This is an optimization exercise on Yosys and OpenROAD, whose aim is small area and a short achievable clock period, not a production implementation.
In this exercise RTL edits were held to simulation tests only and were not proved equivalent to the original.

==> flow/design.v (outline; a module is shown in full before it is edited, if it fits) <==
// module LDL_crc32_d8: 40 lines
// module LDL_crc32_dn: 27 lines
// module LDL_crc32_dn_check: 1315 lines
// module crc_lanes: 40 lines
// module crc_fn_q: 3 lines
// module crc_fn_p: 3 lines
// module crc_fn_d7: 3 lines
// module crc_fn_d15: 3 lines
// module crc_fn_or2: 3 lines
// module crc_fn_or3: 3 lines
// module crc_fn_nor2: 3 lines
// module crc_fn_nor3: 3 lines
// module crc_fn_a21o: 3 lines
// module crc_fn_a21oi: 3 lines
// module crc_fn_a31oi: 3 lines
// module crc_fn_a41oi: 3 lines
// module crc_fn_a211oi: 3 lines
// module crc_fn_inv: 3 lines
// module crc_fn_nand3: 3 lines
// module crc_fn_nand4: 3 lines
// module crc_fn_nor4: 3 lines
// module crc_fn_a22o: 3 lines
// module crc_fn_a2bb2o: 3 lines
// module crc_fn_take: 3 lines
// module crc_fn_ntake: 3 lines
// module crc_fn_hold: 3 lines
// module crc_nand2: 3 lines
// module crc_nor2: 3 lines
// module crc_xn2: 3 lines
// module crc_x2: 3 lines
module LDL_crc32_dn_check #(parameter NUM = 16)(
  input  [8*NUM -1:0]        data,  
  input  [$clog2(NUM) -1:0]  bnum,  
  input         valid,
  input         eof  ,
  output reg    err  ,
  input         rst_n,
  input         clk
);
  // ...
==> flow/flow/run.sh <==
#!/bin/bash
# Layout: the standard ORFS flow (standard.sh) with the standard synthesis, and these
# changes to how the rest of the layout is made:
#  - port buffers are sky130_fd_sc_hd__buf_1 cells (buffer_ports -buffer_cell) instead of
#    the delay-buffer cells buffer_ports picks by default;
#  - after synthesis, the delay cells (clkdlybuf4s*, dlygate*, dlymetal*) join the
#    platform's DONT_USE_CELLS, so placement and repair do not use them;
set -euo pipefail
bash standard.sh synth > make_synth.log 2>&1
export BUFFER_PORTS_ARGS="-buffer_cell sky130_fd_sc_hd__buf_1"
DU="sky130_fd_sc_hd__probe_p_8 sky130_fd_sc_hd__probec_p_8 sky130_fd_sc_hd__lpflow_bleeder_1 sky130_fd_sc_hd__lpflow_clkbufkapwr_1 sky130_fd_sc_hd__lpflow_clkbufkapwr_16 sky130_fd_sc_hd__lpflow_clkbufkapwr_2 sky130_fd_sc_hd__lpflow_clkbufkapwr_4 sky130_fd_sc_hd__lpflow_clkbufkapwr_8 sky130_fd_sc_hd__lpflow_clkinvkapwr_1 sky130_fd_sc_hd__lpflow_clkinvkapwr_16 sky130_fd_sc_hd__lpflow_clkinvkapwr_2 sky130_fd_sc_hd__lpflow_clkinvkapwr_4 sky130_fd_sc_hd__lpflow_clkinvkapwr_8 sky130_fd_sc_hd__lpflow_decapkapwr_12 sky130_fd_sc_hd__lpflow_decapkapwr_3 sky130_fd_sc_hd__lpflow_decapkapwr_4 sky130_fd_sc_hd__lpflow_decapkapwr_6 sky130_fd_sc_hd__lpflow_decapkapwr_8 sky130_fd_sc_hd__lpflow_inputiso0n_1 sky130_fd_sc_hd__lpflow_inputiso0p_1 sky130_fd_sc_hd__lpflow_inputiso1n_1 sky130_fd_sc_hd__lpflow_inputiso1p_1 sky130_fd_sc_hd__lpflow_inputisolatch_1 sky130_fd_sc_hd__lpflow_isobufsrc_1 sky130_fd_sc_hd__lpflow_isobufsrc_16 sky130_fd_sc_hd__lpflow_isobufsrc_2 sky130_fd_sc_hd__lpflow_isobufsrc_4 sky130_fd_sc_hd__lpflow_isobufsrc_8 sky130_fd_sc_hd__lpflow_isobufsrckapwr_16 sky130_fd_sc_hd__lpflow_lsbuf_lh_hl_isowell_tap_1 sky130_fd_sc_hd__lpflow_lsbuf_lh_hl_isowell_tap_2 sky130_fd_sc_hd__lpflow_lsbuf_lh_hl_isowell_tap_4 sky130_fd_sc_hd__lpflow_lsbuf_lh_isowell_4 sky130_fd_sc_hd__lpflow_lsbuf_lh_isowell_tap_1 sky130_fd_sc_hd__lpflow_lsbuf_lh_isowell_tap_2 sky130_fd_sc_hd__lpflow_lsbuf_lh_isowell_tap_4"
DU="$DU sky130_fd_sc_hd__clkdlybuf4s15_1 sky130_fd_sc_hd__clkdlybuf4s15_2 sky130_fd_sc_hd__clkdlybuf4s18_1 sky130_fd_sc_hd__clkdlybuf4s18_2 sky130_fd_sc_hd__clkdlybuf4s25_1 sky130_fd_sc_hd__clkdlybuf4s25_2 sky130_fd_sc_hd__clkdlybuf4s50_1 sky130_fd_sc_hd__clkdlybuf4s50_2 sky130_fd_sc_hd__dlygate4sd1_1 sky130_fd_sc_hd__dlygate4sd2_1 sky130_fd_sc_hd__dlygate4sd3_1 sky130_fd_sc_hd__dlymetal6s2s_1 sky130_fd_sc_hd__dlymetal6s4s_1 sky130_fd_sc_hd__dlymetal6s6s_1"
bash standard.sh "DONT_USE_CELLS=$DU" SETUP_SLACK_MARGIN=13.5 finish > make_finish.log 2>&1
==> flow/standard.sh <==
#!/bin/bash
# synth_recipe.tcl (not shown) runs the flow's synth.tcl, then flattens the netlist and writes it again
# the make line also repeats each setting of config.mk as NAME=value (left out here)
make -C /OpenROAD-flow-scripts/flow DESIGN_CONFIG=/design/flow/config.mk WORK_HOME=/design/flow/orfs CLKGATE_MAP_FILE= SYNTH_SCRIPT=/design/flow/synth_recipe.tcl "${@:-finish}"
==> flow/config.mk <==
export PLATFORM = sky130hd
export DESIGN_NAME = LDL_crc32_dn_check
export DESIGN_NICKNAME = LDL_crc32_dn_check
export VERILOG_FILES = /design/flow/design.v
export SDC_FILE = /design/flow/constraint.sdc
export NUM_CORES = 4
export LEC_CHECK = 0
export ABC_CLOCK_PERIOD_IN_PS = 1500
export CAP_MARGIN = 20
export CORE_MARGIN = 2
export CORE_UTILIZATION = 50
export CTS_BUF_LIST = sky130_fd_sc_hd__clkbuf_4 sky130_fd_sc_hd__clkbuf_8
export GPL_ROUTABILITY_DRIVEN = 0
export PLACE_DENSITY = 0.75
export SLEW_MARGIN = 20
export SYNTH_HIERARCHICAL = 1
export SYNTH_MINIMUM_KEEP_SIZE = 0
==> flow/constraint.sdc <==
create_clock -name core_clock -period 24.0 [get_ports {clk}]
set_input_delay 4.8000 -clock core_clock [delete_from_list [all_inputs] [get_ports {clk}]]
set_output_delay 4.8000 -clock core_clock [all_outputs]
set_load 0.01 [all_outputs]
==> run summary, run 1 <==
CP Capture Type=flip-flop; CP Depth=15; # setup viols final=0; most common cell after layout, fill and taps aside=xor2_1; grt met3 use=16.13%; post-synthesis mux area share=0%; pre-CTS setup slack=13.38 ns; cell taking the most area after synthesis=xor2_1; fin cells=1,544; status=finished clean; met1 wire length=15,250 um; layout clock buffer count=7; R2R setup slack=18.90 ns; Core ar.=0.01889 sq mm; global-route wire length before repair=58,060 um; Starting Density=51.41%; clock tree buffer depth=2; # rows=50; ys flop type=dfxtp_1; P&R area growth vs syn=10.37%; antenna violations before repair=0; worst setup path class=in -> reg; Synth Area in Compound Gates=5.694%; Post-Synth Adder-Cell Area=0%; multi-input gates=1,081; cell count after synthesis=1,130
==> run 2, diff against run 1 <==
--- a/flow/flow/run.sh
+++ b/flow/flow/run.sh
@@ -10,4 +10,4 @@
 export BUFFER_PORTS_ARGS="-buffer_cell sky130_fd_sc_hd__buf_1"
 DU="sky130_fd_sc_hd__probe_p_8 sky130_fd_sc_hd__probec_p_8 sky130_fd_sc_hd__lpflow_bleeder_1 sky130_fd_sc_hd__lpflow_clkbufkapwr_1 sky130_fd_sc_hd__lpflow_clkbufkapwr_16 sky130_fd_sc_hd__lpflow_clkbufkapwr_2 sky130_fd_sc_hd__lpflow_clkbufkapwr_4 sky130_fd_sc_hd__lpflow_clkbufkapwr_8 sky130_fd_sc_hd__lpflow_clkinvkapwr_1 sky130_fd_sc_hd__lpflow_clkinvkapwr_16 sky130_fd_sc_hd__lpflow_clkinvkapwr_2 sky130_fd_sc_hd__lpflow_clkinvkapwr_4 sky130_fd_sc_hd__lpflow_clkinvkapwr_8 sky130_fd_sc_hd__lpflow_decapkapwr_12 sky130_fd_sc_hd__lpflow_decapkapwr_3 sky130_fd_sc_hd__lpflow_decapkapwr_4 sky130_fd_sc_hd__lpflow_decapkapwr_6 sky130_fd_sc_hd__lpflow_decapkapwr_8 sky130_fd_sc_hd__lpflow_inputiso0n_1 sky130_fd_sc_hd__lpflow_inputiso0p_1 sky130_fd_sc_hd__lpflow_inputiso1n_1 sky130_fd_sc_hd__lpflow_inputiso1p_1 sky130_fd_sc_hd__lpflow_inputisolatch_1 sky130_fd_sc_hd__lpflow_isobufsrc_1 sky130_fd_sc_hd__lpflow_isobufsrc_16 sky130_fd_sc_hd__lpflow_isobufsrc_2 sky130_fd_sc_hd__lpflow_isobufsrc_4 sky130_fd_sc_hd__lpflow_isobufsrc_8 sky130_fd_sc_hd__lpflow_isobufsrckapwr_16 sky130_fd_sc_hd__lpflow_lsbuf_lh_hl_isowell_tap_1 sky130_fd_sc_hd__lpflow_lsbuf_lh_hl_isowell_tap_2 sky130_fd_sc_hd__lpflow_lsbuf_lh_hl_isowell_tap_4 sky130_fd_sc_hd__lpflow_lsbuf_lh_isowell_4 sky130_fd_sc_hd__lpflow_lsbuf_lh_isowell_tap_1 sky130_fd_sc_hd__lpflow_lsbuf_lh_isowell_tap_2 sky130_fd_sc_hd__lpflow_lsbuf_lh_isowell_tap_4"
 DU="$DU sky130_fd_sc_hd__clkdlybuf4s15_1 sky130_fd_sc_hd__clkdlybuf4s15_2 sky130_fd_sc_hd__clkdlybuf4s18_1 sky130_fd_sc_hd__clkdlybuf4s18_2 sky130_fd_sc_hd__clkdlybuf4s25_1 sky130_fd_sc_hd__clkdlybuf4s25_2 sky130_fd_sc_hd__clkdlybuf4s50_1 sky130_fd_sc_hd__clkdlybuf4s50_2 sky130_fd_sc_hd__dlygate4sd1_1 sky130_fd_sc_hd__dlygate4sd2_1 sky130_fd_sc_hd__dlygate4sd3_1 sky130_fd_sc_hd__dlymetal6s2s_1 sky130_fd_sc_hd__dlymetal6s4s_1 sky130_fd_sc_hd__dlymetal6s6s_1"
-bash standard.sh "DONT_USE_CELLS=$DU" SETUP_SLACK_MARGIN=13.5 finish > make_finish.log 2>&1
+bash standard.sh "DONT_USE_CELLS=$DU" SETUP_SLACK_MARGIN=14 finish > make_finish.log 2>&1
--- a/flow/config.mk
+++ b/flow/config.mk
@@ -8,10 +8,10 @@
 export ABC_CLOCK_PERIOD_IN_PS = 1500
 export CAP_MARGIN = 20
 export CORE_MARGIN = 2
-export CORE_UTILIZATION = 50
+export CORE_UTILIZATION = 60
 export CTS_BUF_LIST = sky130_fd_sc_hd__clkbuf_4 sky130_fd_sc_hd__clkbuf_8
 export GPL_ROUTABILITY_DRIVEN = 0
-export PLACE_DENSITY = 0.75
+export PLACE_DENSITY = 0.8
 export SLEW_MARGIN = 20
 export SYNTH_HIERARCHICAL = 1
 export SYNTH_MINIMUM_KEEP_SIZE = 0
==> run 2 against run 1 <==
Against the previous run: highest routed layer unchanged; clock skew is essentially flat; first-iteration DRC count grew 25%; worst hold slack gained 0.00096 ns; critical path type unchanged; largest cell class unchanged; critical path depth grew 1; sequential share of layout area shrank 0.082 points; still clean; die area shrank 16%; synthesized area is the same; via count grew 5.3%.
==> run summary, run 2 <==
vias in the first global route=9,009 (was 8,792); CP Capture Type=flip-flop (unchanged); Die X=131.2 um (was 143.4 um); Synth top area share=76.10% (unchanged); Filler cells=1,273 (was 1,741); # rows=46 (was 50); Sink Count=33 (unchanged); WL final=42,790 um (was 42,100 um); post-synthesis mux area share=0% (unchanged); status=finished clean (unchanged); via count=9,500 (was 9,024); clock tree buffer depth=2 (unchanged); RSZ-0062 raised after global routing=no (unchanged); async set or reset register ratio after synthesis=0% (unchanged); Core ar.=0.01583 sq mm (was 0.01889 sq mm); CP required=24.17 ns (about the same); Post-synth EDFFs=0 (unchanged); skew final=0.004722 ns (was 0.005045 ns); Reg with most FFs=r (unchanged); Max-slew headroom=26.56% (was 25.08%); Core Util, Final=68.64% (was 56.74%); # nets final=1,420 (unchanged); Critical Path Start=bnum[2] (was bnum[3]); CTS H-tree depth=2 (unchanged); TritonCTS buffer count=5 (unchanged); most frequent cells in the layout=xor2_1 (832), buf_1 (140), nor2_1 (66), nand2_1 (54), dfxtp_1 (33) (was xor2_1 (842), buf_1 (144), nor2_1 (67), nand2_1 (54), xnor2_1 (37)); All-Layer GR Usage=47.54% (was 40.17%); most frequent CP cell=xor2_1 (unchanged); Worst R2R Start=r[7]$_DFF_P_ (unchanged); share of the yosys chip area belonging to registers=6.801% (unchanged); ys flop type=dfxtp_1 (unchanged); max cap viols=0 (unchanged); share of cells above drive strength 1=5.681% (was 4.128%); Yosys cell types=26 (unchanged); CTS tree=yes (unchanged); antenna violations before repair=0 (unchanged); fmax=0.1002 GHz (was 0.09627 GHz); antenna-violating nets left=0 (unchanged); min-delay src=r[7]$_DFF_P_ (was r[0]$_DFF_P_); vias per inst=6.329 (was 5.845); worst setup path class=in -> reg (unchanged); Hold WC Path Type=reg -> reg (unchanged); clk latency of the worst-skew pair=0.29 ns (about the same); Post-route DRC=0 (unchanged); IO buf count=136 (unchanged); CP delay by family, top=XOR/XNOR gates (unchanged); top flop regs=r: 32 flops, err: 1 flops (unchanged); diode count=0 (unchanged); WL/cell=28.50 um (was 27.27 um); count leader, synth=xor2_1 (unchanged); Iteration-0 DRC Markers=1,646 (was 1,316); Die H=131.2 um (was 143.4 um); synth cell count leaders=xor2_1 (844), nor2_1 (67), nand2_1 (54) (unchanged); most common cell after layout, fill and taps aside=xor2_1 (unchanged); Netlist Area Pre-Place=0.009713 sq mm (unchanged); max-slew violation count=0 (unchanged); cell taking the most area after synthesis=xor2_1 (unchanged); hpwl dp=35,100 um (was 35,910 um); cell count after synthesis=1,130 (unchanged); die area=0.01722 sq mm (was 0.02056 sq mm); Slowest-stage cell, CP=o41ai_4 (was o41ai_2); period utilisation layout=41.59% (was 43.28%); crit path buf inv count=2 (was 1); Worst EP arrival=10.15 ns (was 10.55 ns); Synth Net Count=1,266 (unchanged); FF+latch count, synth=33 (unchanged); Hold Violations, Final=0 (unchanged); largest net degree at the start of global routing=18 (unchanged); Starting Density=61.37% (was 51.41%); GRT overflow=0 (unchanged); Mean Syn Cell Area=8.596 sq um (unchanged); Hold Slack=0.4909 ns (was 0.4899 ns); Ys Warns=7 (unchanged); CP max stage delay=0.64 ns (was 0.94 ns); DR pass1 iterations=8 (was 6); Critical Path Fanout Max=17 (was 11); Worst-Margin Slew=1.098 ns (was 1.120 ns); P&R area growth vs syn=11.85% (was 10.37%); post-synthesis xor/xnor area fraction=79.62% (unchanged); Ports=137 (unchanged); setup_tns=0 ns (unchanged); crit-path cells=buf_2, o41ai_4, a31oi_1, clkbuf_2, nor2_1, xor2_1, xor2_1, xor2_1, xor2_2, xor2_1, xor2_1, xor2_1, xnor2_1, nand4_1, nor4_2, a21oi_2 (was buf_1, o41ai_2, a31oi_2, nor2_1, xor2_1, xor2_1, xor2_1, xor2_1, xor2_1, xor2_1, xor2_1, xor2_1, nand4_1, nor4_2, a21oi_2); number of flip-flops in the largest register=32 (unchanged); simple-gate share of the synthesized area=7.265% (unchanged); main combinational cell family by area after synthesis=XOR/XNOR gates (unchanged); root buf cell=clkbuf_8 (unchanged); global-route wire length before repair=59,260 um (was 58,060 um); CP startpoint kind=input pin (unchanged); Synth Area in Compound Gates=5.694% (unchanged); # setup viols final=0 (unchanged); Post-Synth Adder-Cell Area=0% (unchanged); dominant cells by area after synthesis=xor2_1 (76%), dfxtp_1 (6.8%), xnor2_1 (3.5%) (unchanged); Reg clk slew, reported paths=0.06 ns (about the same); min cycle time layout=9.983 ns (was 10.39 ns)
[run 2: cell counts after synthesis]
No cell type changed its count.
[run 2: logic make-up (layout without fill, tap and decap cells)]
kind of cell / after synthesis / after routing
XOR/XNOR: 883 / 883
AND/OR/NAND/NOR: 150 / 150
AO/OA/AOI/OAI: 48 / 48
flip-flops: 33 / 33
buffers and inverters: 16 / 171
[run 2: Yosys stat by module (local to each module, per instance), excerpt]
module         cell area [sq um]  copies in the design
crc_fn_a211oi              12.51                     1
crc_fn_a21oi               8.758                     7
crc_fn_a22o                8.758                    14
crc_fn_a31oi               6.256                     3
crc_fn_d7                  22.52                     1
crc_fn_nor3                10.01                     1
crc_fn_ntake               7.507                     4
crc_fn_or2                 6.256                     2
[run 2: worst paths after layout]
path | to | slack, ns | cells past startpoint
hold reg to reg | r[7]$_DFF_P_ | 0.49 | 1
hold / removal | r[7]$_DFF_P_ | 0.49 | 1
setup / recovery | err$_DFF_P_ | 14.02 | 16
setup reg to reg | err$_DFF_P_ | 19.18 | 13
[run 2: timing repair]
item	in CTS	in global routing
pin swaps	0	1
setup endpoints to repair	1	2
gates cloned	0	0
resized for setup	8	24
buffers inserted	0	1
hold buffers	0	0
[run 2: cell type report]
| cell class | count | area, sq um | share of cell area, % |
|---|---|---|---|
| multi-input combinational | 1081 | 9193 | 84.61 |
| sequential | 33 | 660.6 | 6.081 |
| timing repair buffer | 147 | 560.5 | 5.159 |
| tap | 216 | 270.3 | 2.488 |
| clock buffer | 7 | 90.09 | 0.8292 |
| inverter | 16 | 60.06 | 0.5528 |
| clock inverter | 1 | 30.03 | 0.2764 |
[run 2: routing by layer]
| metal | track usage (%) | vias to the layer above | share of wire, % |
|---|---|---|---|
| met5 | 0 | - | 0 |
| met4 | 38.22 | 0 | 10 |
| met3 | 20.56 | 343 | 17 |
| met2 | 65.64 | 1046 | 38 |
| met1 | 56.84 | 4291 | 34 |
| li1 | - | 3820 | - |
[run 2: through the flow]
step                cells  setup WS [ns]  cell area, sq um
floorplan            1130          15.27              9713
global placement     1492          13.35             10530
detailed placement   1492          13.28             10530
CTS                  1500          14.00             10700
global route         1501          14.00             10860
finish               1501          14.02             10860
==> run 3, diff against run 2 <==
--- a/flow/config.mk
+++ b/flow/config.mk
@@ -8,7 +8,7 @@
 export ABC_CLOCK_PERIOD_IN_PS = 1500
 export CAP_MARGIN = 20
 export CORE_MARGIN = 2
-export CORE_UTILIZATION = 60
+export CORE_UTILIZATION = 55
 export CTS_BUF_LIST = sky130_fd_sc_hd__clkbuf_4 sky130_fd_sc_hd__clkbuf_8
 export GPL_ROUTABILITY_DRIVEN = 0
 export PLACE_DENSITY = 0.8
==> run 3 against run 2 <==
Against the previous run: register-to-register slack got worse by 0.30 ns; design area down 0.22%; still clean; fmax is 1.6% lower; die area increased by 8.8%; critical endpoint unchanged; synthesized cell count unchanged; synthesized area did not move; worst hold slack worse by 0.0010 ns; count of clock-buffer cells in the layout is 1 higher; highest routed layer unchanged.
==> run summary, run 3 <==
status=finished clean (unchanged); Reg-to-Reg End=err$_DFF_P_ (unchanged); CTS H-tree depth=2 (unchanged); Iteration-0 DRC Markers=1,597 (was 1,646); Max-slew headroom=22.80% (was 26.56%); Placed Instance Area=0.01055 sq mm (was 0.01053 sq mm); Post-route DRC=0 (unchanged); Synth Net Count=1,266 (unchanged); diode count=0 (unchanged); global-route wire length before repair=60,160 um (was 59,260 um); # setup viols final=0 (unchanged); P&R area growth vs syn=11.61% (was 11.85%); Final Instance Area=0.01084 sq mm (was 0.01086 sq mm); cell count after synthesis=1,130 (unchanged); min cycle time layout=10.15 ns (was 9.983 ns); CTS tree=yes (unchanged); Hold WC Path Type=reg -> reg (unchanged); share of the yosys chip area belonging to registers=6.801% (unchanged); R2R setup slack=18.88 ns (was 19.18 ns); Reg clk slew, reported paths=0.06 ns (about the same); vias per inst=6.185 (was 6.329); share of cells above drive strength 1=5.672% (was 5.681%); CP required=24.17 ns (about the same); synth cell count leaders=xor2_1 (844), nor2_1 (67), nand2_1 (54) (unchanged); # rows=48 (was 46); cts hold-fix bufs=0 (unchanged); Synth top area share=76.10% (unchanged); most frequent cells in the layout=xor2_1 (832), buf_1 (141), nor2_1 (67), nand2_1 (54) (was xor2_1 (832), buf_1 (140), nor2_1 (66), nand2_1 (54), dfxtp_1 (33)); Core ar.=0.01730 sq mm (was 0.01583 sq mm); DR pass1 iterations=7 (was 8); Hold Slack=0.4898 ns (was 0.4909 ns); die area=0.01874 sq mm (was 0.01722 sq mm); period utilisation layout=42.28% (was 41.59%); clk latency of the worst-skew pair=0.29 ns (about the same); IO buf count=136 (unchanged); Starting Density=56.16% (was 61.37%); Critical Path Fanout Max=14 (was 17); All-Layer GR Usage=46.20% (was 47.54%); Worst Hold End=r[6]$_DFF_P_ (was r[7]$_DFF_P_); fmax=0.09855 GHz (was 0.1002 GHz); # nets final=1,422 (was 1,420); Yosys cell types=26 (unchanged); number of flip-flops in the largest register=32 (unchanged); CP Capture Type=flip-flop (unchanged); via count=9,352 (was 9,500); antenna violations before repair=0 (unchanged); clock tree buffer depth=2 (unchanged); pre-CTS setup slack=13.42 ns (was 13.28 ns); antenna-violating nets left=0 (unchanged); Netlist Area Pre-Place=0.009713 sq mm (unchanged); max cap viols=0 (unchanged); Hold Violations, Final=0 (unchanged); most common cell after layout, fill and taps aside=xor2_1 (unchanged); Worst EP arrival=10.32 ns (was 10.15 ns); setup_tns=0 ns (unchanged); Mean Syn Cell Area=8.596 sq um (unchanged); hold path cells=1 (unchanged); dominant cells by area after synthesis=xor2_1 (76%), dfxtp_1 (6.8%), xnor2_1 (3.5%) (unchanged); Reg with most FFs=r (unchanged); min-delay src=r[6]$_DFF_P_ (was r[7]$_DFF_P_); async set or reset register ratio after synthesis=0% (unchanged); Worst R2R Path Depth=12 (was 13); RSZ-0062 raised after global routing=no (unchanged); Post-synth EDFFs=0 (unchanged); worst setup path class=in -> reg (unchanged); Worst R2R Start=r[7]$_DFF_P_ (unchanged); Ys Warns=7 (unchanged); final setup margin=13.85 ns (was 14.02 ns); WL/cell=29.09 um (was 28.50 um); max-slew violation count=0 (unchanged); Worst-Margin Slew=1.154 ns (was 1.098 ns); ys flop type=dfxtp_1 (unchanged); GRT overflow=0 (unchanged); skew final=0.003499 ns (was 0.004722 ns); vias in the first global route=9,096 (was 9,009); Sink Count=33 (unchanged); Ports=137 (unchanged); FF+latch count, synth=33 (unchanged); Die H=136.9 um (was 131.2 um); largest net degree at the start of global routing=18 (unchanged); root buf cell=clkbuf_8 (unchanged); hpwl dp=35,900 um (was 35,100 um); TritonCTS buffer count=5 (unchanged); top flop regs=r: 32 flops, err: 1 flops (unchanged); WL final=43,980 um (was 42,790 um); count leader, synth=xor2_1 (unchanged); CP startpoint kind=input pin (unchanged); Die X=136.9 um (was 131.2 um); cell taking the most area after synthesis=xor2_1 (unchanged)
[run 3: cell counts after synthesis]
No cell type changed its count.
[run 3: metal layers]
metal	part of all wire, %	vias up	GRT usage, %
met3	17	354	20.96
met1	33	4168	51.98
li1	-	3821	-
met5	0	-	0
met2	39	1009	64.78
met4	12	0	41.64
[run 3: worst max-delay path by stage]
stage / from / to / slack, ns / cells past startpoint
2_1_floorplan: bnum[2] / err$_DFF_P_ / 15.27 / 14
3_3_place_gp: bnum[2] / err$_DFF_P_ / 13.13 / 16
3_5_place_dp: bnum[2] / err$_DFF_P_ / 13.42 / 16
4_1_cts: bnum[1] / err$_DFF_P_ / 14.00 / 17
5_1_grt: bnum[1] / err$_DFF_P_ / 13.91 / 17
6_report: bnum[1] / err$_DFF_P_ / 13.85 / 15
[run 3: final cells by class]
type | count | area (sq um)
multi-input cells | 1081 | 9171
flip-flops and latches | 33 | 660.6
repair buffers | 149 | 575.6
inverters | 16 | 60.06
well taps | 225 | 281.5
clock buffers | 8 | 91.34
fillers | 1532 | 6456
[run 3: critical path, cell delays in order]
cell	delay, ns
clkbuf_2	0.24
or3_1	0.48
a21oi_4	0.52
inv_1	0.16
nand2_1	0.55
xor2_2	0.46
xor2_1	0.49
xor2_1	0.41
xor2_1	0.53
xor2_1	0.30
xor2_1	0.20
xor2_1	0.48
nand4_1	0.19
nor4_2	0.39
a21oi_2	0.10
[run 3: what timing repair did]
action,in CTS,in global routing
buffers inserted,0,3
gates resized for setup,7,21
pin swaps,0,1
endpoints found under the setup margin,1,8
[run 3: through the flow]
step                      std cells  util, %
after global placement         1501    60.95
after detailed placement       1501    60.99
after global routing           1512    62.67
after CTS                      1509    61.74
final                          1512    62.67
after floorplan                1130        -
[run 3: modules after synthesis, one instance, submodules excluded, excerpt]
module         cells inside  flip-flops and latches  cell area, sq um  times used
crc_fn_p                  2                       0             20.02           1
crc_fn_a41oi              1                       0             16.27           1
crc_fn_hold               1                       0             13.76           4
crc_fn_a211oi             1                       0             12.51           1
crc_fn_nor4               1                       0             12.51           2
crc_fn_d15                1                       0             11.26           1
crc_fn_a22o               1                       0             8.758          14
crc_xn2                   1                       0             8.758          15
crc_fn_ntake              1                       0             7.507           4
crc_fn_or3                1                       0             6.256           1
crc_fn_nand3              1                       0             5.005           1
crc_nor2                  1                       0             3.754          66
[run 3: kinds of logic after synthesis]
family                 synth area share [%]
buffers and inverters                0.6183
AO/OA/AOI/OAI                         5.694
XOR/XNOR                              79.62
AND/OR/NAND/NOR                       7.265
flip-flops                            6.801
==> run 4, diff against run 3 <==
--- a/flow/config.mk
+++ b/flow/config.mk
@@ -8,10 +8,11 @@
 export ABC_CLOCK_PERIOD_IN_PS = 1500
 export CAP_MARGIN = 20
 export CORE_MARGIN = 2
-export CORE_UTILIZATION = 55
+export CORE_UTILIZATION = 50
 export CTS_BUF_LIST = sky130_fd_sc_hd__clkbuf_4 sky130_fd_sc_hd__clkbuf_8
 export GPL_ROUTABILITY_DRIVEN = 0
-export PLACE_DENSITY = 0.8
+export PLACE_DENSITY = 0.75
 export SLEW_MARGIN = 20
 export SYNTH_HIERARCHICAL = 1
 export SYNTH_MINIMUM_KEEP_SIZE = 0
+export TNS_END_PERCENT = 20
==> run 4 against run 3 <==
Against the previous run: critical endpoint unchanged; synthesized area stayed put; critical path depth is 1 higher; final cell count is 2.4% higher; first-iteration DRC count is 17% lower; worst hold slack worse by 0.00067 ns; largest cell class unchanged.
==> run summary, run 4 <==
status=finished clean (unchanged); most frequent cells in the layout=xor2_1 (838), buf_1 (144), nor2_1 (65), nand2_1 (54), xnor2_1 (34) (was xor2_1 (832), buf_1 (141), nor2_1 (67), nand2_1 (54)); antenna violations before repair=0 (unchanged); fmax=0.1010 GHz (was 0.09855 GHz); diode count=0 (unchanged); cell count after synthesis=1,130 (unchanged); period utilisation layout=41.26% (was 42.28%); Post-route DRC=0 (unchanged); CTS tree=yes (unchanged); Die X=143.4 um (was 136.9 um); Core ar.=0.01889 sq mm (was 0.01730 sq mm); Hold WC Path Type=reg -> reg (unchanged); WL/cell=27.28 um (was 29.09 um); Die H=143.4 um (was 136.9 um); Iteration-0 DRC Markers=1,318 (was 1,597); Hold Violations, Final=0 (unchanged); # rows=50 (was 48); Synth Net Count=1,266 (unchanged); CP Capture Type=flip-flop (unchanged); clock tree buffer depth=2 (unchanged); global route hottest layer=met2 (unchanged); global-route wire length before repair=58,250 um (was 60,160 um); antenna-violating nets left=0 (unchanged); WL final=42,230 um (was 43,980 um); synth cell count leaders=xor2_1 (844), nor2_1 (67), nand2_1 (54) (unchanged); grt met3 use=15.99% (was 20.96%); number of flip-flops in the largest register=32 (unchanged); worst setup path class=in -> reg (unchanged); Reg with most FFs=r (unchanged); share of cells above drive strength 1=5.124% (was 5.672%); largest net degree at the start of global routing=18 (unchanged); max cap viols=0 (unchanged); # nets final=1,424 (was 1,422); Worst EP arrival=10.07 ns (was 10.32 ns); dpl cells=1,537 (was 1,501); Worst-Margin Slew=1.106 ns (was 1.154 ns); Ports=137 (unchanged); cell taking the most area after synthesis=xor2_1 (unchanged); Ys Warns=7 (unchanged); async set or reset register ratio after synthesis=0% (unchanged); vias per inst=5.842 (was 6.185); hpwl dp=35,910 um (was 35,900 um); via count=9,043 (was 9,352); TritonCTS buffer count=5 (unchanged); Reg clk slew, reported paths=0.06 ns (about the same); Post-synth EDFFs=0 (unchanged); count leader, synth=xor2_1 (unchanged); GRT overflow=0 (unchanged); met1 usage in global routing=49.34% (was 51.98%); max-slew violation count=0 (unchanged); skew final=0.006379 ns (was 0.003499 ns); top flop regs=r: 32 flops, err: 1 flops (unchanged); met2 Use GR=56.09% (was 64.78%); CP required=24.17 ns (about the same); dominant cells by area after synthesis=xor2_1 (76%), dfxtp_1 (6.8%), xnor2_1 (3.5%) (unchanged); cts hold-fix bufs=0 (unchanged); vias in the first global route=8,804 (was 9,096); Yosys cell types=26 (unchanged); fin cells=1,548 (was 1,512); share of the yosys chip area belonging to registers=6.801% (unchanged); ys flop type=dfxtp_1 (unchanged); clk latency of the worst-skew pair=0.29 ns (about the same); RSZ-0062 raised after global routing=no (unchanged); Netlist Area Pre-Place=0.009713 sq mm (unchanged); Starting Density=51.41% (was 56.16%); most common cell after layout, fill and taps aside=xor2_1 (unchanged); setup_tns=0 ns (unchanged); All-Layer GR Usage=40.23% (was 46.20%); CP startpoint kind=input pin (unchanged); CTS H-tree depth=2 (unchanged); P&R area growth vs syn=11.95% (was 11.61%); Sink Count=33 (unchanged); Mean Syn Cell Area=8.596 sq um (unchanged); FF+latch count, synth=33 (unchanged); Critical Path Fanout Max=13 (was 14); Max-slew headroom=26.03% (was 22.80%); # setup viols final=0 (unchanged); DR pass1 iterations=8 (was 7); root buf cell=clkbuf_8 (unchanged); min cycle time layout=9.903 ns (was 10.15 ns); IO buf count=136 (unchanged); Synth top area share=76.10% (unchanged); die area=0.02056 sq mm (was 0.01874 sq mm)
## run 4: cell count changes in the layout (fill, tap and decap cells not counted), moves of 2 or more
cell      change
nor2_1        -2
xor2_1        +6
a21oi_4       +3
clkbuf_4      -2
xor2_2        -6
a21oi_2       -3
nor2_2        +2
buf_1         +3
## run 4: cells by family (layout without fill, tap and decap cells)
group,Yosys count,count (layout),share of synthesized area (%)
buffers and inverters,16,174,0.6183
AND/OR/NAND/NOR,150,150,7.265
flip-flops,33,33,6.801
XOR/XNOR,883,883,79.62
AO/OA/AOI/OAI,48,48,5.694
## run 4: routing by layer
| metal | share of wire (%) | vias to the layer above |
|---|---|---|
| met2 | 39 | 856 |
| met4 | 9.6 | 0 |
| met5 | 0 | - |
| met1 | 36 | 4079 |
| li1 | - | 3827 |
| met3 | 16 | 281 |
## run 4: area by class of cell
cell class / count / area, sq um
sequential: 33 / 660.6
inverter: 16 / 60.06
timing repair buffer: 151 / 581.8
multi-input combinational: 1081 / 9156
fill: 1726 / 8019
clock buffer: 7 / 90.09
tap: 260 / 325.3
## run 4: per-stage QoR
stage | instance area [sq um] | util [%] | setup WS [ns] | hold WS [ns]
detailed placement | 10600 | 56.09 | 13.38 | 0.4761
global placement | 10590 | 56.05 | 13.14 | 0.4740
CTS | 10720 | 56.72 | 14.05 | 0.4879
global route | 10870 | 57.56 | 13.99 | 0.5011
floorplan | 9713 | - | 15.27 | 0.4597
finish | 10870 | 57.56 | 14.10 | 0.4892
## run 4: path summary, 6_finish.rpt
path	from	endpoint	slack, ns	cells past startpoint
worst max register to register	r[7]$_DFF_P_	err$_DFF_P_	18.88	12
worst max-delay path	eof	err$_DFF_P_	14.10	16
worst min-delay path	r[6]$_DFF_P_	r[6]$_DFF_P_	0.49	1
worst min register to register	r[6]$_DFF_P_	r[6]$_DFF_P_	0.49	1
## run 4: repair_timing
action | 4_1_cts | 5_1_grt
setup endpoints to repair | 1 | 1
pin swaps | 0 | 2
resized for setup | 6 | 19
setup buffers | 0 | 4
## run 4: per-module statistics from Yosys, one instance, submodules excluded, a selection
module	times used	area, sq um	flops+latches	cells
crc_fn_a211oi	1	12.51	0	1
crc_fn_a41oi	1	16.27	0	1
crc_fn_nor2	1	3.754	0	1
crc_fn_d7	1	22.52	0	2
crc_fn_d15	1	11.26	0	1
crc_fn_a2bb2o	18	15.01	0	1
crc_fn_take	4	8.758	0	1
crc_fn_nand3	1	5.005	0	1
crc_fn_or2	2	6.256	0	1
## run 4: critical path, stage by stage
cell and delay, ns:
buf_2 0.38, o311ai_4 0.29, nor3_2 0.20, clkbuf_2 0.34, nor2_1 0.11, xnor2_1 0.49, xor2_1 0.53, xor2_2 0.48
xor2_1 0.48, xor2_1 0.53, xor2_1 0.17, xor2_1 0.21, xnor2_1 0.44, nand4_1 0.16, nor4_2 0.35, a21oi_2 0.09
==> run 5, diff against run 4 <==
--- a/flow/config.mk
+++ b/flow/config.mk
@@ -11,8 +11,7 @@
 export CORE_UTILIZATION = 50
 export CTS_BUF_LIST = sky130_fd_sc_hd__clkbuf_4 sky130_fd_sc_hd__clkbuf_8
 export GPL_ROUTABILITY_DRIVEN = 0
-export PLACE_DENSITY = 0.75
+export PLACE_DENSITY = 0.65
 export SLEW_MARGIN = 20
 export SYNTH_HIERARCHICAL = 1
 export SYNTH_MINIMUM_KEEP_SIZE = 0
-export TNS_END_PERCENT = 20
==> run 5 against run 4 <==
Against the previous run: global-route usage is 1.4 points higher; non-clock buffer count is 3 lower; sequential share of layout area about the same; worst setup slack improved by 0.052 ns; critical path type unchanged; count of clock-buffer cells in the layout fell by 1; worst hold slack got worse by 0.0045 ns; routed wire length is 2.5% higher; register-to-register slack improved by 0.31 ns; fmax increased by 0.53%.
==> run summary, run 5 <==
status=finished clean (unchanged); wire length on met2=16,590 um (was 16,320 um); Worst R2R Start=r[7]$_DFF_P_ (unchanged); Netlist Area Pre-Place=0.009713 sq mm (unchanged); vias in the first global route=8,691 (was 8,804); Sink Count=33 (unchanged); diode count=0 (unchanged); CP startpoint kind=input pin (unchanged); Placed Instance Area=0.01059 sq mm (was 0.01060 sq mm); CTS tree=yes (unchanged); antenna-violating nets left=0 (unchanged); P&R area growth vs syn=11.79% (was 11.95%); count leader, synth=xor2_1 (unchanged); worst setup path class=in -> reg (unchanged); # rows=50 (unchanged); GRT overflow=0 (unchanged); Worst EP arrival=10.02 ns (was 10.07 ns); async set or reset register ratio after synthesis=0% (unchanged); clock tree buffer depth=2 (unchanged); area of the multi-input gates=0.009114 sq mm (was 0.009156 sq mm); skew final=0.01366 ns (was 0.006379 ns); top layer in use=met4 (unchanged); most frequent CP cell=xor2_1 (unchanged); fmax=0.1015 GHz (was 0.1010 GHz); antenna violations before repair=0 (unchanged); largest net degree at the start of global routing=18 (unchanged); Iteration-0 DRC Markers=1,297 (was 1,318); Reg clk slew, reported paths=0.06 ns (about the same); WL final=43,290 um (was 42,230 um); min cycle time layout=9.851 ns (was 9.903 ns); FF+latch count, synth=33 (unchanged); Hold WC Path Type=reg -> reg (unchanged); clk latency of the worst-skew pair=0.30 ns (was 0.29 ns); Die H=143.4 um (unchanged); CP required=24.16 ns (was 24.17 ns); TritonCTS buffer count=5 (unchanged); register area=660.6 sq um (unchanged); RSZ-0062 raised after global routing=no (unchanged); CP Capture Type=flip-flop (unchanged); most frequent cells in the layout=xor2_1 (841), buf_1 (140), nor2_1 (66), nand2_1 (54), xnor2_1 (35) (was xor2_1 (838), buf_1 (144), nor2_1 (65), nand2_1 (54), xnor2_1 (34)); max cap viols=0 (unchanged); Mean Syn Cell Area=8.596 sq um (unchanged); Reg-to-Reg End=err$_DFF_P_ (unchanged); period utilisation layout=41.04% (was 41.26%); number of flip-flops in the largest register=32 (unchanged); Starting Density=51.41% (unchanged); met1 wire length=16,490 um (was 15,220 um); Worst-Margin Slew=1.018 ns (was 1.106 ns); WL/cell=28.00 um (was 27.28 um); Core ar.=0.01889 sq mm (unchanged); R2R setup slack=19.19 ns (was 18.88 ns); IO buf count=136 (unchanged); Synth Net Count=1,266 (unchanged); Die X=143.4 um (unchanged); Post-route DRC=0 (unchanged); via count=9,019 (was 9,043); Max-slew headroom=31.91% (was 26.03%); CP max stage delay=0.72 ns (was 0.53 ns); cell count after synthesis=1,130 (unchanged); root buf cell=clkbuf_8 (unchanged); hold path cells=1 (unchanged); die area=0.02056 sq mm (unchanged); All-Layer GR Usage=41.64% (was 40.23%); cts hold-fix bufs=0 (unchanged); Hold Slack=0.4847 ns (was 0.4892 ns); synth cell count leaders=xor2_1 (844), nor2_1 (67), nand2_1 (54) (unchanged); Final Instance Area=0.01086 sq mm (was 0.01087 sq mm); routed length on met3=5937 um (was 6653 um); Ports=137 (unchanged); Synth top area share=76.10% (unchanged); crit-path cells=buf_2, o41ai_4, buf_6, a21oi_4, inv_1, nand2_1, xor2_1, xor2_1, xor2_1, xor2_1, xor2_1, xor2_1, xor2_1, nand4_1, nor4_2, a21oi_2 (was buf_2, o311ai_4, nor3_2, clkbuf_2, nor2_1, xnor2_1, xor2_1, xor2_2, xor2_1, xor2_1, xor2_1, xor2_1, xnor2_1, nand4_1, nor4_2, a21oi_2); global-route wire length before repair=60,020 um (was 58,250 um); Ys Warns=7 (unchanged); Filler cells=1,887 (was 1,726); DR pass1 iterations=6 (was 8); Reg with most FFs=r (unchanged); # nets final=1,421 (was 1,424); Critical Path Fanout Max=17 (was 13); Core Util, Final=57.47% (was 57.56%); Yosys cell types=26 (unchanged); Worst Hold End=r[6]$_DFF_P_ (unchanged); setup_tns=0 ns (unchanged); share of the yosys chip area belonging to registers=6.801% (unchanged); Slowest-stage cell, CP=xor2_1 (unchanged); most common cell after layout, fill and taps aside=xor2_1 (unchanged); CTS H-tree depth=2 (unchanged); crit path buf inv count=3 (was 2); dominant cells by area after synthesis=xor2_1 (76%), dfxtp_1 (6.8%), xnor2_1 (3.5%) (unchanged); top flop regs=r: 32 flops, err: 1 flops (unchanged); vias per inst=5.834 (was 5.842); max-slew violation count=0 (unchanged); Hold Violations, Final=0 (unchanged); Worst R2R Path Depth=13 (was 12); CP delay by family, top=XOR/XNOR gates (unchanged); share of cells above drive strength 1=4.899% (was 5.124%); cell taking the most area after synthesis=xor2_1 (unchanged); # setup viols final=0 (unchanged); Post-synth EDFFs=0 (unchanged); ys flop type=dfxtp_1 (unchanged); hpwl dp=37,420 um (was 35,910 um); min-delay src=r[6]$_DFF_P_ (unchanged)
run 5: logic make-up after synthesis:
group           synth area share, %
compound gates                5.694
xor+xnor                      79.62
buf+inv                      0.6183
flops                         6.801
simple gates                  7.265
run 5: how the worst max path moves through the flow:
stage / from / to / slack, ns / cells past startpoint
after floorplan: bnum[2] / err$_DFF_P_ / 15.27 / 14
after global placement: eof / err$_DFF_P_ / 13.06 / 16
after detailed placement: eof / err$_DFF_P_ / 13.38 / 17
after CTS: bnum[3] / err$_DFF_P_ / 14.06 / 16
after global routing: bnum[2] / err$_DFF_P_ / 14.09 / 17
final: bnum[2] / err$_DFF_P_ / 14.15 / 16
run 5: through the flow:
| step | worst slack, ns | cells |
|---|---|---|
| floorplan | 15.27 | 1130 |
| global placement | 13.06 | 1536 |
| detailed placement | 13.38 | 1536 |
| CTS | 14.06 | 1544 |
| global route | 14.09 | 1546 |
| finish | 14.15 | 1546 |
run 5: cell type report:
cell class	count	area share [%]
timing repair buffer	148	5.324
clock buffer	6	0.7605
inverter	16	0.5531
multi-input combinational	1081	83.94
sequential	33	6.084
clock inverter	2	0.3457
tap	260	2.996
run 5: Yosys stat by module (local to each module, per instance), excerpt:
module / area [sq um] / flip-flops and latches / times used
crc_fn_nor2: 3.754 / 0 / 1
crc_fn_take: 8.758 / 0 / 4
crc_fn_a21oi: 8.758 / 0 / 7
crc_fn_d7: 22.52 / 0 / 1
crc_fn_a41oi: 16.27 / 0 / 1
crc_fn_d15: 11.26 / 0 / 1
crc_fn_nor4: 12.51 / 0 / 2
crc_fn_hold: 13.76 / 0 / 4
crc_fn_a22o: 8.758 / 0 / 14
crc_fn_a211oi: 12.51 / 0 / 1
crc_fn_nor3: 10.01 / 0 / 1
run 5: timing repair:
item,in CTS,in global routing
endpoints found under the setup margin,1,1
resized for setup,9,11
setup buffers,0,2
pin swaps,0,1
hold endpoints to repair,0,0
run 5: metal layers:
metal	vias to the layer above	GRT usage, %
met1	4106	53.74
met3	262	12.23
met5	-	0
met4	0	29.93
li1	3823	-
met2	828	58.60
==> run 6, diff against run 5 <==
--- a/flow/config.mk
+++ b/flow/config.mk
@@ -11,7 +11,7 @@
 export CORE_UTILIZATION = 50
 export CTS_BUF_LIST = sky130_fd_sc_hd__clkbuf_4 sky130_fd_sc_hd__clkbuf_8
 export GPL_ROUTABILITY_DRIVEN = 0
-export PLACE_DENSITY = 0.65
+export PLACE_DENSITY = 0.9
 export SLEW_MARGIN = 20
 export SYNTH_HIERARCHICAL = 1
 export SYNTH_MINIMUM_KEEP_SIZE = 0
==> run 6 against run 5 <==
Against the previous run: still clean; critical path depth is the same; routed wire length grew 8.4%; count of clock-buffer cells in the layout down 1; critical path type unchanged; largest cell class unchanged.
==> run summary, run 6 <==
status=finished clean (unchanged); fmax=0.09824 GHz (was 0.1015 GHz); number of flip-flops in the largest register=32 (unchanged); Iteration-0 DRC Markers=2,105 (was 1,297); Mean Syn Cell Area=8.596 sq um (unchanged); Critical Path Start=bnum[2] (unchanged); share of cells above drive strength 1=5.456% (was 4.899%); WL/cell=30.42 um (was 28.00 um); vias per inst=6.424 (was 5.834); Ports=137 (unchanged); Hold Violations, Final=0 (unchanged); period utilisation layout=42.41% (was 41.04%); CP required=24.18 ns (was 24.16 ns); max cap viols=0 (unchanged); dominant cells by area after synthesis=xor2_1 (76%), dfxtp_1 (6.8%), xnor2_1 (3.5%) (unchanged); RSZ-0062 raised after global routing=no (unchanged); Die H=143.4 um (unchanged); Max-slew headroom=18.44% (was 31.91%); Reg with most FFs=r (unchanged); Core ar.=0.01889 sq mm (unchanged); dpl cells=1,532 (was 1,536); share of the yosys chip area belonging to registers=6.801% (unchanged); diode count=0 (unchanged); cell taking the most area after synthesis=xor2_1 (unchanged); setup_tns=0 ns (unchanged); Post-route DRC=0 (unchanged); Reg-to-Reg End=err$_DFF_P_ (unchanged); Worst Setup EP=err$_DFF_P_ (unchanged); CP startpoint kind=input pin (unchanged); CTS H-tree depth=2 (unchanged); antenna-violating nets left=0 (unchanged); Post-synth EDFFs=0 (unchanged); Hold WC Path Type=reg -> reg (unchanged); root buf cell=clkbuf_8 (unchanged); Worst R2R Start=r[7]$_DFF_P_ (unchanged); max-slew violation count=0 (unchanged); vias in the first global route=9,743 (was 8,691); Worst EP arrival=10.36 ns (was 10.02 ns); Starting Density=51.41% (unchanged); Synth top area share=76.10% (unchanged); WL final=46,930 um (was 43,290 um); most common cell after layout, fill and taps aside=xor2_1 (unchanged); Ys Warns=7 (unchanged); Worst R2R Path Depth=13 (unchanged); GRT overflow=0 (unchanged); worst setup path class=in -> reg (unchanged); IO buf count=136 (unchanged); largest net degree at the start of global routing=18 (unchanged); Hold Slack=0.4903 ns (was 0.4847 ns); clock tree buffer depth=2 (unchanged); Critical Path Fanout Max=17 (unchanged); top flop regs=r: 32 flops, err: 1 flops (unchanged); cts hold-fix bufs=0 (unchanged); # setup viols final=0 (unchanged); CP Capture Type=flip-flop (unchanged); antenna violations before repair=0 (unchanged); min cycle time layout=10.18 ns (was 9.851 ns); FF+latch count, synth=33 (unchanged); DR pass1 iterations=10 (was 6); via count=9,913 (was 9,019); fin cells=1,543 (was 1,546); # nets final=1,418 (was 1,421); cell count after synthesis=1,130 (unchanged); ys flop type=dfxtp_1 (unchanged); hpwl dp=37,630 um (was 37,420 um); clk latency of the worst-skew pair=0.30 ns (about the same); skew final=0.009539 ns (was 0.01366 ns); Yosys cell types=26 (unchanged); # rows=50 (unchanged); Worst-Margin Slew=1.219 ns (was 1.018 ns); Sink Count=33 (unchanged); global-route wire length before repair=64,160 um (was 60,020 um); TritonCTS buffer count=5 (unchanged); P&R area growth vs syn=12.16% (was 11.79%); Netlist Area Pre-Place=0.009713 sq mm (unchanged); Reg clk slew, reported paths=0.07 ns (was 0.06 ns); synth cell count leaders=xor2_1 (844), nor2_1 (67), nand2_1 (54) (unchanged); most frequent cells in the layout=xor2_1 (833), buf_1 (138), nor2_1 (66), nand2_1 (53), xnor2_1 (36) (was xor2_1 (841), buf_1 (140), nor2_1 (66), nand2_1 (54), xnor2_1 (35)); R2R setup slack=18.91 ns (was 19.19 ns); count leader, synth=xor2_1 (unchanged); die area=0.02056 sq mm (unchanged); All-Layer GR Usage=44.50% (was 41.64%); CTS tree=yes (unchanged); Synth Net Count=1,266 (unchanged); Die X=143.4 um (unchanged); async set or reset register ratio after synthesis=0% (unchanged)
[run 6: cell count changes in the layout (fill, tap and decap cells not counted), moves of 2 or more]
cell,change
buf_1,-2
clkinvlp_4,+2
xnor2_2,-2
xor2_1,-8
xor2_2,+7
[run 6: kinds of logic (layout without fill, tap and decap cells)]
group / Yosys count / after routing / share of synthesized area (%)
flip-flops: 33 / 33 / 6.801
AO/OA/AOI/OAI: 48 / 48 / 5.694
AND/OR/NAND/NOR: 150 / 150 / 7.265
buffers and inverters: 16 / 169 / 0.6183
XOR/XNOR: 883 / 883 / 79.62
[run 6: worst min path at each step]
| stage | from | end | cells past startpoint |
|---|---|---|---|
| after floorplan | r[2]$_DFF_P_ | r[2]$_DFF_P_ | 1 |
| after global placement | r[20]$_DFF_P_ | r[20]$_DFF_P_ | 1 |
| after detailed placement | r[27]$_DFF_P_ | r[27]$_DFF_P_ | 1 |
| after CTS | r[31]$_DFF_P_ | r[31]$_DFF_P_ | 1 |
| after global routing | r[23]$_DFF_P_ | r[23]$_DFF_P_ | 1 |
| final | r[6]$_DFF_P_ | r[6]$_DFF_P_ | 1 |
[run 6: repair_timing]
item,CTS,global route
setup endpoints to repair,7,1
gates resized for setup,11,21
pin swaps,0,1
setup buffers,0,3
[run 6: worst max-delay path: stages]
cell and delay, ns:
buf_2 0.27, o311ai_4 0.57, nor2_1 0.24, inv_1 0.15, nand2_1 0.09, xnor2_1 0.68, xor2_1 0.74, xor2_1 0.56
xor2_1 0.43, xor2_1 0.38, xor2_1 0.35, xor2_1 0.14, xnor2_1 0.32, nand4_1 0.15, nor4_2 0.37, a21oi_2 0.09
[run 6: layer usage]
layer,global-route usage (%),vias up,routed length [um]
li1,-,3810,-
met1,49.16,4398,15020
met2,61.15,1227,17560
met3,25.52,476,8824
met4,36.89,2,5495
met5,0,-,35
[run 6: final cells by class]
cell class              count  area (sq um)
clock buffers               5         68.82
clock inverters             3         22.52
fillers                  1620          7999
flip-flops and latches     33         660.6
inverters                  16         60.06
multi-input cells        1081          9198
repair buffers            145         559.3
well taps                 260         325.3
[run 6: metrics by stage]
stage	setup slack, ns	utilization, %	instance area, sq um
CTS	14.01	56.79	10730
global placement	13.22	55.95	10570
floorplan	15.27	-	9713
finish	13.82	57.66	10890
global route	13.96	57.66	10890
detailed placement	12.91	55.95	10570
[run 6: per-module statistics from Yosys, one instance, submodules excluded, excerpt]
module,times used,cell area (sq um),flops+latches,cells inside
crc_fn_a21oi,7,8.758,0,1
crc_fn_p,1,20.02,0,2
crc_fn_a211oi,1,12.51,0,1
crc_fn_d7,1,22.52,0,2
crc_nor2,66,3.754,0,1
crc_fn_a31oi,3,6.256,0,1
crc_x2,836,8.758,0,1
crc_fn_ntake,4,7.507,0,1
crc_fn_or2,2,6.256,0,1
crc_fn_nand4,8,6.256,0,1
==> run 7, diff against run 6 <==
--- a/flow/config.mk
+++ b/flow/config.mk
@@ -11,7 +11,8 @@
 export CORE_UTILIZATION = 50
 export CTS_BUF_LIST = sky130_fd_sc_hd__clkbuf_4 sky130_fd_sc_hd__clkbuf_8
 export GPL_ROUTABILITY_DRIVEN = 0
-export PLACE_DENSITY = 0.9
+export GPL_TIMING_DRIVEN = 0
+export PLACE_DENSITY = 0.75
 export SLEW_MARGIN = 20
 export SYNTH_HIERARCHICAL = 1
 export SYNTH_MINIMUM_KEEP_SIZE = 0
==> run 7 against run 6 <==
Against the previous run: die area is the same; fmax grew 2.3%; clock skew shrank 0.00057 ns; sequential cell count is the same; design area grew 0.47%; critical endpoint unchanged; still clean; critical path depth shrank 1; first-iteration DRC count shrank 34%; largest cell class unchanged; utilization grew 0.27 points.
==> run summary, run 7 <==
status=finished clean (unchanged); dominant cells by area after synthesis=xor2_1 (76%), dfxtp_1 (6.8%), xnor2_1 (3.5%) (unchanged); worst setup path class=in -> reg (unchanged); Iteration-0 DRC Markers=1,396 (was 2,105); CP max stage delay=0.74 ns (about the same); antenna-violating nets left=0 (unchanged); Hold Slack=0.4912 ns (was 0.4903 ns); Post-synth EDFFs=0 (unchanged); root buf cell=clkbuf_8 (unchanged); Worst EP arrival=10.13 ns (was 10.36 ns); CTS tree=yes (unchanged); crit-path cells=buf_2, o311ai_4, a31oi_2, nor2_1, xor2_1, xor2_1, xor2_1, xor2_1, xor2_1, xor2_1, xor2_1, xor2_1, nand4_1, nor4_2, a21oi_2 (was buf_2, o311ai_4, nor2_1, inv_1, nand2_1, xnor2_1, xor2_1, xor2_1, xor2_1, xor2_1, xor2_1, xor2_1, xnor2_1, nand4_1, nor4_2, a21oi_2); fmax=0.1005 GHz (was 0.09824 GHz); Synth Net Count=1,266 (unchanged); share of cells above drive strength 1=5.933% (was 5.456%); RSZ-0062 raised after global routing=no (unchanged); Starting Density=51.41% (unchanged); IO buf count=136 (unchanged); All-Layer GR Usage=39.19% (was 44.50%); largest net degree at the start of global routing=18 (unchanged); most frequent cells in the layout=xor2_1 (837), buf_1 (135), nor2_1 (64), nand2_1 (54), dfxtp_1 (33) (was xor2_1 (833), buf_1 (138), nor2_1 (66), nand2_1 (53), xnor2_1 (36)); number of flip-flops in the largest register=32 (unchanged); CP startpoint kind=input pin (unchanged); top flop regs=r: 32 flops, err: 1 flops (unchanged); setup_tns=0 ns (unchanged); Reg clk slew, reported paths=0.07 ns (about the same); CP required=24.18 ns (about the same); hpwl dp=34,380 um (was 37,630 um); # nets final=1,416 (was 1,418); # rows=50 (unchanged); Ports=137 (unchanged); max cap viols=0 (unchanged); CP Capture Type=flip-flop (unchanged); Critical Path Fanout Max=17 (unchanged); Synth top area share=76.10% (unchanged); antenna violations before repair=0 (unchanged); min cycle time layout=9.951 ns (was 10.18 ns); synth cell count leaders=xor2_1 (844), nor2_1 (67), nand2_1 (54) (unchanged); Hold WC Path Type=reg -> reg (unchanged); clk latency of the worst-skew pair=0.29 ns (was 0.30 ns); clock tree buffer depth=2 (unchanged); skew final=0.008973 ns (was 0.009539 ns); fin cells=1,541 (was 1,543); Post-route DRC=0 (unchanged); R2R setup slack=18.98 ns (was 18.91 ns); vias in the first global route=8,719 (was 9,743); Yosys cell types=26 (unchanged); Slowest-stage cell, CP=a31oi_2 (was xor2_1); register area=660.6 sq um (unchanged); WL final=40,860 um (was 46,930 um); Hold Violations, Final=0 (unchanged); Mean Syn Cell Area=8.596 sq um (unchanged); P&R area growth vs syn=12.69% (was 12.16%); FF+latch count, synth=33 (unchanged); # setup viols final=0 (unchanged); WL/cell=26.52 um (was 30.42 um); max-slew violation count=0 (unchanged); period utilisation layout=41.46% (was 42.41%); DR pass1 iterations=6 (was 10); share of the yosys chip area belonging to registers=6.801% (unchanged); Reg with most FFs=r (unchanged); Core Util, Final=57.93% (was 57.66%); hold path cells=1 (unchanged); dpl cells=1,527 (was 1,532); most common cell after layout, fill and taps aside=xor2_1 (unchanged); Worst-Margin Slew=1.249 ns (was 1.219 ns); Filler cells=1,776 (was 1,620); ys flop type=dfxtp_1 (unchanged); Netlist Area Pre-Place=0.009713 sq mm (unchanged); die area=0.02056 sq mm (unchanged); Die X=143.4 um (unchanged); cell taking the most area after synthesis=xor2_1 (unchanged); cell count after synthesis=1,130 (unchanged); diode count=0 (unchanged); Sink Count=33 (unchanged); async set or reset register ratio after synthesis=0% (unchanged); vias per inst=5.828 (was 6.424); Worst R2R Path Depth=12 (was 13); cts hold-fix bufs=0 (unchanged); Ys Warns=7 (unchanged); GRT overflow=0 (unchanged); most frequent CP cell=xor2_1 (unchanged); via count=8,981 (was 9,913); global-route wire length before repair=56,610 um (was 64,160 um); TritonCTS buffer count=5 (unchanged); area of the multi-input gates=0.009210 sq mm (was 0.009198 sq mm); count leader, synth=xor2_1 (unchanged); CTS H-tree depth=2 (unchanged); Core ar.=0.01889 sq mm (unchanged); Max-slew headroom=16.43% (was 18.44%); Die H=143.4 um (unchanged)
==> run 7: path summary, 6_finish.rpt <==
| path | endpoint | from |
|---|---|---|
| min reg2reg | r[5]$_DFF_P_ | r[5]$_DFF_P_ |
| max reg2reg | err$_DFF_P_ | r[7]$_DFF_P_ |
| max | err$_DFF_P_ | bnum[2] |
| min | r[5]$_DFF_P_ | r[5]$_DFF_P_ |
==> run 7: timing repair <==
item,4_1_cts,5_1_grt
gates resized for setup,7,25
gates cloned,0,0
buffers inserted,0,6
pin swaps,0,2
endpoints found under the setup margin,1,1
==> run 7: modules after synthesis, one instance, submodules excluded, a selection <==
module	times used	flip-flops and latches
crc_fn_a31oi	3	0
LDL_crc32_dn_check	1	33
crc_x2	836	0
crc_nand2	54	0
crc_fn_or3	1	0
crc_fn_hold	4	0
crc_fn_nand3	1	0
crc_fn_a21o	1	0
crc_fn_d7	1	0
crc_fn_d15	1	0
crc_fn_nor3	1	0
crc_fn_a21oi	7	0
crc_fn_p	1	0
==> run 7: layout make-up <==
| type | instances | area share (%) |
|---|---|---|
| well taps | 260 | 2.972 |
| clock buffers | 7 | 0.8230 |
| multi-input cells | 1081 | 84.14 |
| clock inverters | 1 | 0.2743 |
| inverters | 16 | 0.5487 |
| flip-flops and latches | 33 | 6.036 |
| repair buffers | 143 | 5.201 |
==> run 7: cells by family (layout without fill, tap and decap cells) <==
| family | Yosys count | in the layout | share of synthesized area, % |
|---|---|---|---|
| AOI/OAI and AO/OA | 48 | 48 | 5.694 |
| xor gates and xnor gates | 883 | 883 | 79.62 |
| buffers and inverters | 16 | 167 | 0.6183 |
| DFF | 33 | 33 | 6.801 |
| and+or+nand+nor | 150 | 150 | 7.265 |
==> run 7: critical path, delay by kind of cell <==
family	cells	cell delay, ns
AND/OR/NAND/NOR	3	0.75
buffers and inverters	1	0.46
AO/OA/AOI/OAI	3	1.12
XOR/XNOR	8	3.00
==> run 7: layer usage <==
layer	track usage, %	wire, um
met4	30.44	4127
met2	54.86	15800
met1	47.99	14460
met5	0	0
met3	14.73	6484
==> run 7: per-stage QoR <==
stage | instance area (sq um) | setup WS [ns]
final | 10950 | 14.05
after global routing | 10950 | 14.00
after CTS | 10740 | 14.02
after detailed placement | 10580 | 13.25
after floorplan | 9713 | 15.27
after global placement | 10550 | 13.07

## what the ideal ports hide
No port has a modelled driver above. Below, the same layouts with a new extraction and two added sets of constraints.
Step 1 (the two cells are an assumption about what drives the block):
set clk [get_ports {clk}]
set_driving_cell -lib_cell sky130_fd_sc_hd__clkbuf_16 $clk
set_driving_cell -lib_cell sky130_fd_sc_hd__buf_2 [delete_from_list [all_inputs] $clk]
Step 2 moves the port delays by t, midway between the first and last clock arrival at a register: inputs arrive t later, outputs are due t later. That takes back most of the time a late clock gives input paths.
a / b / c = ideal / step 1 / step 2; a / b = the first two.
run	shift t [ns]	slack for setup (ns)	worst setup path at the end	worst data-port slew with drivers (ns)	pins driven straight from the clock port
run 1	0.310	13.613 / 13.615 / 13.305	input to register	0.04	1
run 2	0.321	14.017 / 14.030 / 13.709	input to register	0.04	1
run 3	0.315	13.853 / 13.860 / 13.545	input to register	0.04	1
run 4	0.310	14.097 / 14.101 / 13.791	input to register	0.04	1
run 5	0.316	14.149 / 14.153 / 13.838	input to register	0.04	1
run 6	0.330	13.821 / 13.829 / 13.500	input to register	0.05	1
run 7	0.321	14.049 / 14.060 / 13.740	input to register	0.04	1
After both steps every run listed still meets setup and hold. The setup slack of run 6, which loses most, moves by +0.008 ns with the drivers and by -0.321 ns with both steps.
